This design comes from an exercise in tuning for small area on the open sky130 flow, not from production work. In this exercise RTL edits were held to simulation tests only and were not proved equivalent to the original.

<file path="flow/design.v">
module bmp280_spi_uart_v2005
#(
  parameter CLK_HZ = 50000,
  parameter BAUD   = 5000,
  parameter SCK_HZ = 12500
)(
  input  wire clk,
  input  wire rst_n,
  output wire spi_csn,
  output wire spi_sck,
  output wire spi_mosi,
  input  wire spi_miso,
  output wire uart_tx
);
  reg [6:0] g;                  
  wire [5:0] t = g[5:0];
  wire eow = (t == 6'd63);
  reg [6:0] pc;
  reg [7:0] j;
  reg first;
  reg [1:0] sp;
  reg [5:0] c;
  reg [1:0] cls; reg [4:0] xs; reg [3:0] ys; reg [1:0] kys; reg [2:0] kms; reg [2:0] msrc;
  reg [2:0] mnx; reg [2:0] kmn; reg [7:0] jsn;
  reg mmul, clr, mdiv, mdve, md10, conv, isT; reg [1:0] subm;
  reg dA, dB, dC, dD, dT, ltsign, lnz, ldsign, nzg, j12;
  reg [7:0] chr; reg [1:0] ctype; reg pre_en, pre_hex; reg [3:0] pre_idx; reg [2:0] spit; reg lastpc;
  reg cbit;
  always @* begin
    cls=2'd1; xs=5'd0; ys=4'd0; kys=2'd0; kms=3'd0; msrc=3'd0; mnx=3'd0; kmn=3'd0; jsn=8'd0;
    mmul=1'b0; clr=1'b0; mdiv=1'b0; mdve=1'b0; md10=1'b0; conv=1'b0; isT=1'b0; subm=2'd0;
    dA=1'b0; dB=1'b0; dC=1'b0; dD=1'b0; dT=1'b0; ltsign=1'b0; lnz=1'b0; ldsign=1'b0; nzg=1'b0; j12=1'b0;
    chr=8'd0; ctype=2'd0; pre_en=1'b0; pre_hex=1'b0; pre_idx=4'd0; spit=3'd0; lastpc=1'b0;
    case (pc)
      7'd0: begin cls=2'd1; jsn=8'd0; end
      7'd1: begin cls=2'd2; jsn=8'd0; chr=8'h42; ctype=2'd0; end
      7'd2: begin cls=2'd2; jsn=8'd0; chr=8'h4d; ctype=2'd0; end
      7'd3: begin cls=2'd2; jsn=8'd0; chr=8'h50; ctype=2'd0; end
      7'd4: begin cls=2'd2; jsn=8'd0; chr=8'h32; ctype=2'd0; end
      7'd5: begin cls=2'd2; jsn=8'd0; chr=8'h38; ctype=2'd0; end
      7'd6: begin cls=2'd2; jsn=8'd0; chr=8'h30; ctype=2'd0; end
      7'd7: begin cls=2'd2; jsn=8'd0; chr=8'h20; ctype=2'd0; end
      7'd8: begin cls=2'd2; jsn=8'd0; chr=8'h53; ctype=2'd0; end
      7'd9: begin cls=2'd2; jsn=8'd0; chr=8'h50; ctype=2'd0; end
      7'd10: begin cls=2'd2; jsn=8'd0; chr=8'h49; ctype=2'd0; end
      7'd11: begin cls=2'd2; jsn=8'd0; chr=8'h20; ctype=2'd0; end
      7'd12: begin cls=2'd2; jsn=8'd0; chr=8'h76; ctype=2'd0; end
      7'd13: begin cls=2'd2; jsn=8'd0; chr=8'h32; ctype=2'd0; end
      7'd14: begin cls=2'd2; jsn=8'd0; chr=8'h30; ctype=2'd0; end
      7'd15: begin cls=2'd2; jsn=8'd0; chr=8'h30; ctype=2'd0; end
      7'd16: begin cls=2'd2; jsn=8'd0; chr=8'h35; ctype=2'd0; end
      7'd17: begin cls=2'd2; jsn=8'd15; chr=8'h0a; ctype=2'd0; end
      7'd18: begin cls=2'd3; jsn=8'd0; spit=3'd0; ys=4'd7; end
      7'd19: begin cls=2'd2; jsn=8'd0; chr=8'h49; ctype=2'd0; end
      7'd20: begin cls=2'd2; jsn=8'd0; chr=8'h44; ctype=2'd0; end
      7'd21: begin cls=2'd2; jsn=8'd0; chr=8'h3d; ctype=2'd0; end
      7'd22: begin cls=2'd2; jsn=8'd0; chr=8'h30; ctype=2'd0; end
      7'd23: begin cls=2'd2; jsn=8'd0; chr=8'h78; ctype=2'd0; pre_en=1'b1; pre_idx=4'd13; pre_hex=1'b1; end
      7'd24: begin cls=2'd2; jsn=8'd0; chr=8'h00; ctype=2'd2; pre_en=1'b1; pre_idx=4'd12; pre_hex=1'b1; end
      7'd25: begin cls=2'd2; jsn=8'd0; chr=8'h00; ctype=2'd2; end
      7'd26: begin cls=2'd2; jsn=8'd15; chr=8'h0a; ctype=2'd0; end
      7'd27: begin cls=2'd3; jsn=8'd6; spit=3'd1; ys=4'd7; end
      7'd28: begin cls=2'd1; jsn=8'd199; end
      7'd29: begin cls=2'd3; jsn=8'd15; spit=3'd2; ys=4'd7; end
      7'd30: begin cls=2'd3; jsn=8'd15; spit=3'd3; ys=4'd7; end
      7'd31: begin cls=2'd3; jsn=8'd75; spit=3'd4; ys=4'd7; end
      7'd32: begin cls=2'd1; jsn=8'd0; end
      7'd33: begin cls=2'd0; jsn=8'd55; xs=5'd0; ys=4'd0; dA=1'b1; dD=1'b1; end
      7'd34: begin cls=2'd3; jsn=8'd0; spit=3'd5; ys=4'd7; end
      7'd35: begin cls=2'd0; jsn=8'd0; xs=5'd6; ys=4'd5; kys=2'd0; subm=2'd1; dB=1'b1; end
      7'd36: begin cls=2'd0; jsn=8'd0; xs=5'd5; ys=4'd5; kys=2'd0; subm=2'd1; dA=1'b1; end
      7'd37: begin cls=2'd0; jsn=8'd15; mnx=3'd3; kmn=3'd0; xs=5'd1; ys=4'd5; kys=2'd0; subm=2'd1; dC=1'b1; end
      7'd38: begin cls=2'd0; jsn=8'd0; xs=5'd0; ys=4'd2; msrc=3'd3; kms=3'd0; mmul=1'b1; subm=2'd1; clr=1'b1; dA=1'b1; end
      7'd39: begin cls=2'd0; jsn=8'd16; mnx=3'd0; xs=5'd6; ys=4'd0; dC=1'b1; end
      7'd40: begin cls=2'd0; jsn=8'd0; xs=5'd0; ys=4'd1; msrc=3'd0; mmul=1'b1; subm=2'd1; clr=1'b1; dA=1'b1; end
      7'd41: begin cls=2'd0; jsn=8'd32; mnx=3'd0; xs=5'd1; ys=4'd0; dB=1'b1; end
      7'd42: begin cls=2'd0; jsn=8'd0; xs=5'd0; ys=4'd5; kys=2'd1; msrc=3'd0; mmul=1'b1; subm=2'd1; clr=1'b1; dA=1'b1; j12=1'b1; end
      7'd43: begin cls=2'd0; jsn=8'd0; xs=5'd8; ys=4'd2; dA=1'b1; end
      7'd44: begin cls=2'd0; jsn=8'd0; xs=5'd16; ys=4'd8; subm=2'd1; dB=1'b1; end
      7'd45: begin cls=2'd0; jsn=8'd0; xs=5'd14; ys=4'd4; dC=1'b1; end
      7'd46: begin cls=2'd0; jsn=8'd0; xs=5'd15; ys=4'd2; dA=1'b1; end
      7'd47: begin cls=2'd0; jsn=8'd32; mnx=3'd0; xs=5'd4; ys=4'd0; dT=1'b1; ltsign=1'b1; end
      7'd48: begin cls=2'd0; jsn=8'd0; xs=5'd0; ys=4'd1; msrc=3'd0; mmul=1'b1; subm=2'd1; clr=1'b1; dA=1'b1; end
      7'd49: begin cls=2'd0; jsn=8'd0; xs=5'd1; ys=4'd0; dC=1'b1; end
      7'd50: begin cls=2'd0; jsn=8'd17; mnx=3'd3; kmn=3'd4; xs=5'd0; ys=4'd5; kys=2'd2; dA=1'b1; end
      7'd51: begin cls=2'd0; jsn=8'd16; mnx=3'd3; kmn=3'd5; xs=5'd0; ys=4'd1; msrc=3'd3; kms=3'd4; mmul=1'b1; subm=2'd1; dA=1'b1; end
      7'd52: begin cls=2'd0; jsn=8'd0; xs=5'd0; ys=4'd2; msrc=3'd3; kms=3'd5; mmul=1'b1; subm=2'd1; dA=1'b1; end
      7'd53: begin cls=2'd0; jsn=8'd0; xs=5'd1; ys=4'd3; dA=1'b1; end
      7'd54: begin cls=2'd0; jsn=8'd12; mnx=3'd4; xs=5'd15; ys=4'd4; subm=2'd1; dD=1'b1; end
      7'd55: begin cls=2'd0; jsn=8'd0; xs=5'd0; ys=4'd3; msrc=3'd4; mmul=1'b1; subm=2'd1; clr=1'b1; dA=1'b1; end
      7'd56: begin cls=2'd0; jsn=8'd15; mnx=3'd3; kmn=3'd3; xs=5'd0; ys=4'd4; subm=2'd2; dD=1'b1; ldsign=1'b1; end
      7'd57: begin cls=2'd0; jsn=8'd0; xs=5'd0; ys=4'd2; msrc=3'd3; kms=3'd3; mmul=1'b1; subm=2'd1; clr=1'b1; dA=1'b1; end
      7'd58: begin cls=2'd0; jsn=8'd15; mnx=3'd3; kmn=3'd2; xs=5'd4; ys=4'd8; dC=1'b1; end
      7'd59: begin cls=2'd0; jsn=8'd0; xs=5'd0; ys=4'd1; msrc=3'd3; kms=3'd2; mmul=1'b1; subm=2'd1; clr=1'b1; dA=1'b1; end
      7'd60: begin cls=2'd0; jsn=8'd16; mnx=3'd3; kmn=3'd1; xs=5'd13; ys=4'd2; dB=1'b1; end
      7'd61: begin cls=2'd0; jsn=8'd0; xs=5'd0; ys=4'd1; msrc=3'd3; kms=3'd1; mmul=1'b1; subm=2'd1; clr=1'b1; dA=1'b1; end
      7'd62: begin cls=2'd0; jsn=8'd63; mnx=3'd2; xs=5'd12; ys=4'd0; dC=1'b1; lnz=1'b1; end
      7'd63: begin cls=2'd0; jsn=8'd0; xs=5'd0; ys=4'd2; msrc=3'd2; mdiv=1'b1; clr=1'b1; dA=1'b1; end
      7'd64: begin cls=2'd0; jsn=8'd0; xs=5'd0; ys=4'd0; mdve=1'b1; dA=1'b1; end
      7'd65: begin cls=2'd0; jsn=8'd0; xs=5'd0; ys=4'd3; subm=2'd3; dD=1'b1; end
      7'd66: begin cls=2'd0; jsn=8'd0; xs=5'd0; ys=4'd3; dA=1'b1; end
      7'd67: begin cls=2'd0; jsn=8'd51; mnx=3'd0; xs=5'd7; ys=4'd0; dB=1'b1; end
      7'd68: begin cls=2'd0; jsn=8'd0; xs=5'd0; ys=4'd1; msrc=3'd0; mmul=1'b1; subm=2'd1; clr=1'b1; dA=1'b1; end
      7'd69: begin cls=2'd0; jsn=8'd15; mnx=3'd3; kmn=3'd7; xs=5'd1; ys=4'd0; dC=1'b1; end
      7'd70: begin cls=2'd0; jsn=8'd0; xs=5'd0; ys=4'd2; msrc=3'd3; kms=3'd7; mmul=1'b1; subm=2'd1; clr=1'b1; dA=1'b1; end
      7'd71: begin cls=2'd0; jsn=8'd0; xs=5'd11; ys=4'd0; dC=1'b1; end
      7'd72: begin cls=2'd0; jsn=8'd0; xs=5'd0; ys=4'd5; kys=2'd3; dA=1'b1; end
      7'd73: begin cls=2'd0; jsn=8'd15; mnx=3'd3; kmn=3'd6; xs=5'd13; ys=4'd0; dB=1'b1; end
      7'd74: begin cls=2'd0; jsn=8'd0; xs=5'd0; ys=4'd3; msrc=3'd3; kms=3'd6; mmul=1'b1; subm=2'd1; clr=1'b1; dA=1'b1; end
      7'd75: begin cls=2'd0; jsn=8'd0; xs=5'd10; ys=4'd2; dA=1'b1; end
      7'd76: begin cls=2'd0; jsn=8'd0; xs=5'd1; ys=4'd3; dA=1'b1; end
      7'd77: begin cls=2'd0; jsn=8'd0; xs=5'd1; ys=4'd1; dA=1'b1; end
      7'd78: begin cls=2'd0; jsn=8'd5; xs=5'd9; ys=4'd0; dA=1'b1; nzg=1'b1; conv=1'b1; end
      7'd79: begin cls=2'd0; jsn=8'd0; xs=5'd3; ys=4'd8; md10=1'b1; subm=2'd1; dA=1'b1; conv=1'b1; end
      7'd80: begin cls=2'd0; jsn=8'd3; xs=5'd0; ys=4'd6; dA=1'b1; conv=1'b1; end
      7'd81: begin cls=2'd0; jsn=8'd0; xs=5'd3; ys=4'd8; md10=1'b1; subm=2'd1; dA=1'b1; conv=1'b1; isT=1'b1; end
      7'd82: begin cls=2'd0; jsn=8'd0; xs=5'd0; ys=4'd0; end
      7'd83: begin cls=2'd2; jsn=8'd0; chr=8'h54; ctype=2'd0; end
      7'd84: begin cls=2'd2; jsn=8'd0; chr=8'h3d; ctype=2'd0; end
      7'd85: begin cls=2'd2; jsn=8'd0; chr=8'h2d; ctype=2'd3; pre_en=1'b1; pre_idx=4'd8; end
      7'd86: begin cls=2'd2; jsn=8'd0; chr=8'h00; ctype=2'd1; pre_en=1'b1; pre_idx=4'd9; end
      7'd87: begin cls=2'd2; jsn=8'd0; chr=8'h00; ctype=2'd1; pre_en=1'b1; pre_idx=4'd10; end
      7'd88: begin cls=2'd2; jsn=8'd0; chr=8'h00; ctype=2'd1; end
      7'd89: begin cls=2'd2; jsn=8'd0; chr=8'h2e; ctype=2'd0; pre_en=1'b1; pre_idx=4'd11; end
      7'd90: begin cls=2'd2; jsn=8'd0; chr=8'h00; ctype=2'd1; end
      7'd91: begin cls=2'd2; jsn=8'd0; chr=8'h20; ctype=2'd0; end
      7'd92: begin cls=2'd2; jsn=8'd0; chr=8'h50; ctype=2'd0; end
      7'd93: begin cls=2'd2; jsn=8'd0; chr=8'h3d; ctype=2'd0; pre_en=1'b1; pre_idx=4'd0; end
      7'd94: begin cls=2'd2; jsn=8'd0; chr=8'h00; ctype=2'd1; pre_en=1'b1; pre_idx=4'd1; end
      7'd95: begin cls=2'd2; jsn=8'd0; chr=8'h00; ctype=2'd1; pre_en=1'b1; pre_idx=4'd2; end
      7'd96: begin cls=2'd2; jsn=8'd0; chr=8'h00; ctype=2'd1; pre_en=1'b1; pre_idx=4'd3; end
      7'd97: begin cls=2'd2; jsn=8'd0; chr=8'h00; ctype=2'd1; pre_en=1'b1; pre_idx=4'd4; end
      7'd98: begin cls=2'd2; jsn=8'd0; chr=8'h00; ctype=2'd1; pre_en=1'b1; pre_idx=4'd5; end
      7'd99: begin cls=2'd2; jsn=8'd0; chr=8'h00; ctype=2'd1; end
      7'd100: begin cls=2'd2; jsn=8'd0; chr=8'h50; ctype=2'd0; end
      7'd101: begin cls=2'd2; jsn=8'd0; chr=8'h0d; ctype=2'd0; end
      7'd102: begin cls=2'd2; jsn=8'd75; chr=8'h0a; ctype=2'd0; lastpc=1'b1; end
      default: ;
    endcase
  end
  always @* begin
    cbit=1'b0;
    case (pc)
      7'd44: cbit = (t==6'd10) | (t==6'd12) | (t==6'd13) | (t==6'd14) | (t==6'd15) | (t==6'd16);
      7'd46: cbit = (t==6'd7);
      7'd54: cbit = (t==6'd51);
      7'd58: cbit = (t==6'd47);
      default: cbit = 1'b0;
    endcase
  end
  reg [63:0] A, B, C, D;
  reg [31:0] TC;
  reg [191:0] KR;               
  reg Aprev, s32, ksY, ksM, mcap, m, cy, q1, q2, c5, rsign, dsign, tsign, nz, z0;
  reg [2:0] r5;
  reg [3:0] dg;
  wire isALU  = (cls == 2'd0);
  wire isCHAR = (cls == 2'd2);
  wire isSPI  = (cls == 2'd3);
  wire raw    = (spit == 3'd5);
  wire bitend = raw ? (c == 6'd62) : (c == 6'd14);
  wire sckhi  = raw ? (c >= 6'd31) : (c >= 6'd7);
  wire sbits  = isSPI & (sp == 2'd1);
  wire sample = sbits & bitend;
  assign spi_csn = ~sbits;
  assign spi_sck = sbits & sckhi;
  reg [7:0] cmdb, datb; reg [4:0] cmdpos;
  always @* begin
    case (spit)
      3'd0: begin cmdb = 8'hD0; datb = 8'h00; cmdpos = 5'd1;  end
      3'd1: begin cmdb = 8'h60; datb = 8'hB6; cmdpos = 5'd1;  end
      3'd2: begin cmdb = 8'h88; datb = 8'h00; cmdpos = 5'd24; end
      3'd3: begin cmdb = 8'h74; datb = 8'h27; cmdpos = 5'd1;  end
      3'd4: begin cmdb = 8'h75; datb = 8'h00; cmdpos = 5'd1;  end
      default: begin cmdb = 8'hF7; datb = 8'h00; cmdpos = 5'd6; end
    endcase
  end
  assign spi_mosi = (j[7:3] == cmdpos) ? cmdb[j[2:0]] : ((j[7:3] == 5'd0) ? datb[j[2:0]] : 1'b0);
  wire calw = sample & ((spit == 3'd0) | (spit == 3'd2)) & ~(j[7] & j[6]);
  wire rawA = sample & raw & (j[7:3] < 5'd3);
  wire rawD = sample & raw & ((j[7:3] == 5'd5) | (j[7:3] == 5'd4) | ((j[7:3] == 5'd3) & j[2]));
  wire start_ok = raw ? (t == 6'd59) : (t[3:0] == 4'd0);
  wire last = (j == (j12 ? 8'd12 : 8'd0));
  always @(posedge clk or negedge rst_n) begin
    if (!rst_n) begin
      g <= 7'd0; pc <= 7'd0; j <= 8'd15; first <= 1'b1; sp <= 2'd0; c <= 6'd0;
    end else begin : seq
      reg adv;
      adv = 1'b0;
      g <= g + 7'd1;
      case (cls)
        2'd0, 2'd1: if (eow) begin if (last) adv = 1'b1; else j <= j - 8'd1; end
        2'd2: if (g == 7'd127) adv = 1'b1;
        default: begin
          case (sp)
            2'd0: if (start_ok) begin sp <= 2'd1; c <= 6'd0; end
            2'd1: if (bitend) begin c <= 6'd0; if (j == 8'd0) sp <= 2'd2; else j <= j - 8'd1; end
                  else c <= c + 6'd1;
            default: if (g == 7'd127) begin sp <= 2'd0; adv = 1'b1; end
          endcase
        end
      endcase
      if (adv) begin
        pc <= lastpc ? 7'd32 : pc + 7'd1;
        j <= jsn; first <= 1'b1;
      end else if (eow) first <= 1'b0;
    end
  end
  wire [11:0] kout;
  genvar gi;
  generate for (gi = 0; gi < 12; gi = gi + 1) begin : kr
    assign kout[gi] = KR[16*gi+15];
    wire we = calw & (j[7:4] == (4'd11 - gi));
    always @(posedge clk) KR[16*gi +: 16] <= {KR[16*gi +: 15], we ? spi_miso : KR[16*gi+15]};
  end endgenerate
  reg kyo, kmo; wire kysg = (kys != 2'd0);
  always @* case (kys) 2'd0: kyo = kout[0]; 2'd1: kyo = kout[2]; 2'd2: kyo = kout[6]; default: kyo = kout[9]; endcase
  wire [2:0] kmsel = last ? kmn : kms;
  always @* case (kmsel)
    3'd0: kmo = kout[1]; 3'd1: kmo = kout[3]; 3'd2: kmo = kout[4]; 3'd3: kmo = kout[5];
    3'd4: kmo = kout[7]; 3'd5: kmo = kout[8]; 3'd6: kmo = kout[10]; default: kmo = kout[11];
  endcase
  wire kmsg = (kmsel != 3'd1);
  wire lo16 = (t[5:4] == 2'b00);
  wire kys_s = lo16 ? kyo : (kysg & ksY);
  wire kms_s = lo16 ? kmo : (kmsg & ksM);
  wire muldiv = mmul | mdiv;
  wire [4:0] xe = muldiv ? ((first & clr) ? 5'd0 : 5'd2) : xs;
  reg xr, xm;
  always @* begin
    case (xe)
      5'd1:  xr = A[63];
      5'd2:  xr = (t == 6'd0) ? (mdiv & m) : Aprev;
      5'd3:  xr = A[62];
      5'd4:  xr = A[55];
      5'd5:  xr = A[53];
      5'd6:  xr = A[52];
      5'd7:  xr = A[50];
      5'd8:  xr = A[49];
      5'd9:  xr = A[47];
      5'd10: xr = A[44];
      5'd11: xr = A[38];
      5'd12: xr = A[30];
      5'd13: xr = A[11];
      5'd14: xr = A[1];
      5'd15: xr = cbit;
      5'd16: xr = (t[5] == 1'b0) ? A[63] : s32;
      default: xr = 1'b0;
    endcase
    case (xe)
      5'd3:  xm = (t == 6'd63);
      5'd4:  xm = (t >= 6'd56);
      5'd7:  xm = (t >= 6'd51);
      5'd9:  xm = t[5] | ~nz;
      5'd10: xm = (t >= 6'd45);
      5'd11: xm = (t >= 6'd39);
      5'd12: xm = (t >= 6'd31);
      5'd13: xm = (t < 6'd12);
      5'd14: xm = (t < 6'd2);
      default: xm = 1'b0;
    endcase
  end
  wire X = xr & ~xm;
  wire dgs = (t == 6'd0) ? dg[1] : (t == 6'd1) ? dg[2] : (t == 6'd2) ? dg[3] : 1'b0;
  reg yr;
  always @* case (ys)
    4'd1: yr = B[63];
    4'd2: yr = C[63];
    4'd3: yr = D[63];
    4'd4: yr = A[63];
    4'd5: yr = kys_s;
    4'd6: yr = ~t[5] & (TC[31] ^ tsign);
    4'd7: yr = spi_miso;
    4'd8: yr = md10 ? dgs : cbit;
    default: yr = 1'b0;
  endcase
  reg sub;
  always @* begin
    if (mmul) sub = first;
    else if (mdiv) sub = first | ~rsign;
    else case (subm) 2'd1: sub = 1'b1; 2'd2: sub = rsign; 2'd3: sub = dsign; default: sub = 1'b0; endcase
  end
  wire yg  = mmul ? (yr & m) : yr;
  wire Y   = yg ^ sub;
  wire cin = (t == 6'd0) ? (sub | ((ys == 4'd6) & tsign)) : cy;
  wire Z   = X ^ Y ^ cin;
  wire q   = Z ^ q2 ^ c5;
  wire W   = md10 ? q : Z;
  wire [2:0] msel = last ? mnx : msrc;
  wire [7:0] jn = last ? jsn : (j - 8'd1);
  reg mbit;
  wire c3125 = (t == 6'd0) | (t == 6'd2) | (t == 6'd4) | (t == 6'd5) | (t == 6'd10) | (t == 6'd11);
  always @* case (msel)
    3'd0: mbit = (isALU & dB) ? W : B[63]; 3'd1: mbit = C[63]; 3'd2: mbit = D[63]; 3'd3: mbit = kms_s; default: mbit = c3125;
  endcase
  wire capt = (t == jn[5:0]);
  wire digst = isALU & md10 & (t[5:2] == {isT, j[2:0]});
  wire qwr   = isALU & ((mdiv & ~first & (t == j[5:0] + 6'd1)) | (mdve & (t == 6'd0)));
  wire weA = (isALU & dA) | rawA;
  wire weB = (isALU & dB) | digst;
  wire weC = isALU & dC;
  wire weD = (isALU & dD) | rawD | qwr;
  wire weT = isALU & dT & ~t[5];
  always @(posedge clk) begin
    A  <= {A[62:0], weA ? W : A[63]};
    B  <= {B[62:0], weB ? (digst ? dg[t[1:0]] : W) : B[63]};
    C  <= {C[62:0], weC ? W : C[63]};
    D  <= {D[62:0], weD ? (qwr ? ~rsign : W) : D[63]};
    TC <= {TC[30:0], weT ? W : TC[31]};
  end
  reg [2:0] r5n; reg [2:0] wt;
  wire [3:0] r5s = {1'b0, r5} + {1'b0, wt};
  always @* begin
    case (t[1:0]) 2'd0: wt = 3'd1; 2'd1: wt = 3'd2; 2'd2: wt = 3'd4; default: wt = 3'd3; endcase
    if (t == 6'd0) r5n = {2'b00, W};
    else if (!W) r5n = r5;
    else r5n = r5s[3:0] >= 4'd5 ? r5s - 4'd5 : r5s[2:0];
  end
  wire [3:0] crt = (r5[0] == z0) ? {1'b0, r5} : ({1'b0, r5} + 4'd5);
  always @(posedge clk) begin
    Aprev <= A[63];
    cy <= (X & Y) | (X & cin) | (Y & cin);
    if (eow) begin q1 <= 1'b0; q2 <= 1'b0; c5 <= 1'b0; end
    else begin q1 <= q; q2 <= q1; c5 <= (q & q2) | (q & c5) | (q2 & c5); end
    if (t == 6'd31) s32 <= A[63];
    if (t == 6'd15) begin ksY <= kyo; ksM <= kmo; end
    if (capt) mcap <= mbit;
    if (eow) m <= (jn[5:0] == 6'd63) ? mbit : mcap;
    if (eow) rsign <= W;
    if (isALU & ldsign & (t == 6'd0)) dsign <= rsign;
    if (isALU & ltsign & (t == 6'd31)) tsign <= W;
    if (isALU & lnz) nz <= (t == 6'd0) ? W : (nz | W);
    r5 <= r5n;
    if (t == 6'd0) z0 <= W;
    if (isALU & conv & eow) dg <= crt;
    else if (isCHAR & pre_en & g[6] & (t[5:2] == pre_idx)) dg <= {pre_hex ? kout[11] : B[63], dg[3:1]};
  end
  reg [2:0] bidx;
  always @* begin
    if (g < 7'd24) bidx = 3'd0;
    else if (g < 7'd35) bidx = 3'd1;
    else if (g < 7'd46) bidx = 3'd2;
    else if (g < 7'd57) bidx = 3'd3;
    else if (g < 7'd68) bidx = 3'd4;
    else if (g < 7'd79) bidx = 3'd5;
    else if (g < 7'd90) bidx = 3'd6;
    else bidx = 3'd7;
  end
  wire hexa = dg[3] & (dg[2] | dg[1]);
  wire [7:0] chv = (ctype == 2'd1 || (ctype == 2'd2 && !hexa)) ? {4'h3, dg} :
                   (ctype == 2'd2) ? {4'h4, dg + 4'd7} : chr;
  wire emit = isCHAR & ~((ctype == 2'd3) & ~tsign);
  wire ustart = (g < 7'd13);
  wire ustop  = (g >= 7'd101);
  assign uart_tx = ~emit | (~ustart & (ustop | chv[bidx]));
endmodule
</file>
<file path="flow/run.sh">
#!/bin/bash
# synth_recipe.tcl (not shown) runs the flow's synth.tcl, then flattens the netlist and writes it again
# the make line also repeats each setting of config.mk as NAME=value (left out here)
make -C /OpenROAD-flow-scripts/flow DESIGN_CONFIG=/design/flow/config.mk WORK_HOME=/design/flow/orfs CLKGATE_MAP_FILE= SYNTH_SCRIPT=/design/flow/synth_recipe.tcl finish
</file>
<file path="flow/constraint.sdc">
create_clock -name core_clock -period 1000.0 [get_ports {clk}]
set_input_delay 200.0000 -clock core_clock [delete_from_list [all_inputs] [get_ports {clk}]]
set_output_delay 200.0000 -clock core_clock [all_outputs]
set_load 0.01 [all_outputs]
</file>
<file path="flow/config.mk">
export PLATFORM = sky130hd
export DESIGN_NAME = bmp280_spi_uart_v2005
export DESIGN_NICKNAME = bmp280_spi_uart_v2005
export VERILOG_FILES = /design/flow/design.v
export SDC_FILE = /design/flow/constraint.sdc
export NUM_CORES = 8
export LEC_CHECK = 0
export ABC_AREA = 1
export CAP_MARGIN = 20
export CORE_MARGIN = 2
export CORE_UTILIZATION = 33
export GPL_TIMING_DRIVEN = 0
export PLACE_DENSITY = 0.5
export SLEW_MARGIN = 20
</file>
==> flow_summary.ini, run 1 <==
[run_status]
status = did not finish
lastStage = synthesis
error_line = ERROR: TCL interpreter returned an error: Source files actually used in the design:

[synth]
ys_warn_count = 1
==> run 2: changes to the inputs <==
--- a/flow/config.mk
+++ b/flow/config.mk
@@ -14 +14,2 @@
 export SLEW_MARGIN = 20
+export SYNTH_MEMORY_MAX_BITS = 16384
==> run 2 against run 1 <==
Net effect: now clean on timing, DRC and antenna.
==> flow_summary.ini, run 2 <==
[placed_design]
dp.cells = 2537
dpl_cell_area_um2 = 18400
port_buffers = 6
dp_hpwl_mm = 39.2
dp_worst_setup_slack_ps = 795680
place.gp.congestion = 0.975

[cells_and_area]
final_area_um2 = 20200
area_growth_pct = 15.6
final_common_cell = dfxtp_1
diodes = 0
fin_nets = 1940
final_core_utilization_pct = 38.5
fillerInstances = 5223
drive_gt1_share_pct = 9.48
final_cell_mix = 487 x dfxtp_1, 353 x nand2_1, 170 x nor2_1, 146 x inv_1, 133 x nand3_1
fin_cells = 2629
regMostFlops = KR
multiInputGateArea_um2 = 5640
regArea_um2 = 11000
largest_reg_flops = 192

[drt]
routed_wl_mm = 52.7
wl_met2_mm = 23.0
drtAntennaViolNets = 0
post_drt_wl_per_cell_um = 20.1
vias = 12900
top_layer = met4
dr_wl_met3_mm = 3.70
wl_met1_mm = 23.9
vias_per_cell = 4.91
drt_iter0_markers = 1134
first_pass_iters = 7
drc = 0

[setup_path]
worstRegToRegCells = 29
r2r-end = m$_DFFE_PP_
cpPeakStageDelay_ps = 580
reg2reg_from = pc[1]$_DFFE_PN0N_
path_max_fanout = 11
cp_common_cell = nand2_1
start_kind = register
cp_data_arrival_time_ps = 4960
end_kind = primary output
crit_required_ps = 800000
cp_slowest_cell = dfrtp_1
worstPathCellList = inv_1 > ha_1 > nand2_1 > nor2_1 > nand2_1 > o21ai_1 > nand2_1 > o21ai_0 > nand2_1 > nand2_1 > nand2_1 > nand2_1 > nand2_1 > nand2_1 > nand3_1 > nand2_1 > nand2_1 > clkdlybuf4s50_1
r2r_setup_slack_ps = 993140
crit_type = register to primary output

[global_routing]
overflow = 0
grt_usage_pct = 19.5
grt_max_degree = 22
grt_pass1_wl_mm = 78.6
first_global_vias = 12400
antenna_found_initial = 1

[synth]
synth_most_common_cell = dfxtp_1
synthTopCellsByCount = 487 x dfxtp_1, 353 x nand2_1, 170 x nor2_1, 146 x inv_1, 133 x nand3_1
syn_inst = 1842
ys_top_cells_by_area = dfxtp_1 56%, nand2_1 7.6%, nand3_1 3.8%
synth_edf_count = 15
syn-num-nets = 1881
ys_ff_latch = 533
synth_top_area_share_pct = 55.8
synth-seq-area-share_pct = 62.8
postSynth.asyncResetShare_pct = 5.82
ys_warn_count = 1
avgSynthCellArea_um2 = 9.49
synth_cell_type_count = 58
syn-cell-area_um2 = 17500
synth_area_leader_cell = dfxtp_1
ys.flop_type = dfxtp_1

[sta]
rsz0062_at_grt = no
holdWs_ps = 312
fin_ws_ps = 795040
fin_crit_ps = 204960
setup_viol = 0
setup_tns_ps = 0
max_slew_margin_pct = 35.5
hold_viol = 0
slew_violations = 0
clock.fmax_ghz = 0.00488
tightest_slew_ps = 961
skew_ps = 39.5
min_period_over_period_pct = 20.5

[clock_tree]
worstSkewPairLatency_ps = 610
postCtsSetupRepairBufs = 0
tritoncts = done
cts_hold_buf = 0
cts.path.max_buffers = 3
numCtsBuffers = 50
path_clk_slew_ps = 60
cts_root_buffer = clkbuf_16
post_cts_resized = 0
h-tree-depth = 2
cts.sinks = 533

[power]
p_leak_nw = 8.66
power_mw = 0.0415
ir_worst_vdd_uv = 1.57
power_density_nw_per_um2 = 2.05

[floorplanning]
coreArea_um2 = 52400
initial_core_util_pct = 33.3
die_height_um = 234
die_w_um = 234
std_cell_rows = 84
io_pins = 7
die_area_um2 = 54800

[worst_hold_path]
whs_endpoint = D[58]$_DFF_P_
min_path_type = register to register
min_path_cells = 0
hp-start = D[57]$_DFF_P_

[flow_run]
drv_cap = 0

[run_status]
status = no timing/DRC/antenna violations
-- run 2: routing by layer --
layer / vias up / global-route usage (%)
met4: 0 / 8.50
met1: 6147 / 26.5
met2: 502 / 30.0
met5: - / 0
met3: 114 / 4.01
li1: 6133 / -
-- run 2: layout make-up --
type	count	share of cell area (%)
flip-flops and latches	533	54.3
multi-input cells	1096	27.9
clock inverters	24	1.78
inverters	169	3.15
repair buffers	7	0.371
plain buffers	44	1.13
clock buffers	68	7.08
well taps	688	4.26
-- run 2: logic make-up after synthesis --
logic type / Yosys count / share of synthesized area (%)
XOR/XNOR: 36 / 1.80
buffers and inverters: 213 / 4.95
AO/OA/AOI/OAI: 277 / 9.08
multiplexers: 2 / 0.150
adder cells (fa/ha/maj): 36 / 2.66
flip-flops: 533 / 62.8
AND/OR/NAND/NOR: 745 / 18.6
-- run 2: worst max-delay path by stage --
stage	startpoint	endpoint	depth (start not counted)	slack (ps)
2_1_floorplan	pc[1]$_DFFE_PN0N_	uart_tx	16	797610
3_3_place_gp	pc[1]$_DFFE_PN0N_	uart_tx	18	795620
3_5_place_dp	pc[1]$_DFFE_PN0N_	uart_tx	18	795680
4_1_cts	pc[1]$_DFFE_PN0N_	uart_tx	18	795040
5_1_grt	pc[1]$_DFFE_PN0N_	uart_tx	17	794740
6_report	pc[1]$_DFFE_PN0N_	uart_tx	18	795040
-- run 2: report_power, final --
part           internal (mW)  switching, mW
Combinational      0.0000139      0.0000439
Clock                 0.0120        0.00808
Sequential            0.0213     0.00000476
-- run 2: critical path, delay by kind of cell (launching register included) --
family | cells | cell delay, ps
AO/OA/AOI/OAI | 2 | 590
AND/OR/NAND/NOR | 13 | 1760
adder cells (fa/ha/maj) | 1 | 430
flip-flops | 1 | 580
buffers and inverters | 2 | 990

## static timing again, ports no longer ideal
No port has a modelled driver above. Below, the same layout with a new extraction and two added sets of constraints.
Step 1, drivers: a clkbuf_16 drives clk and a buf_2 each remaining input, both assumed.
Step 2 times the ports against the registers' clock, not the clock port: input delays grow and output delays shrink by t, the midpoint of the rising clock arrivals with the driver on.
Three values: ideal ports, drivers, drivers and shift; two values: the first two.
run: run 2
shift t [ns]: 0.644
slack for setup (ns): 795.044 / 794.989 / 795.633
worst setup path after step 2: register to output
latest minus earliest clock arrival (ns): 0.042 / 0.042
worst slew at a driven data input, ns: 0.03
After both steps setup and hold are still met in run 2. The setup slack of run 2 moves by -0.055 ns with the drivers and by +0.589 ns with both steps.
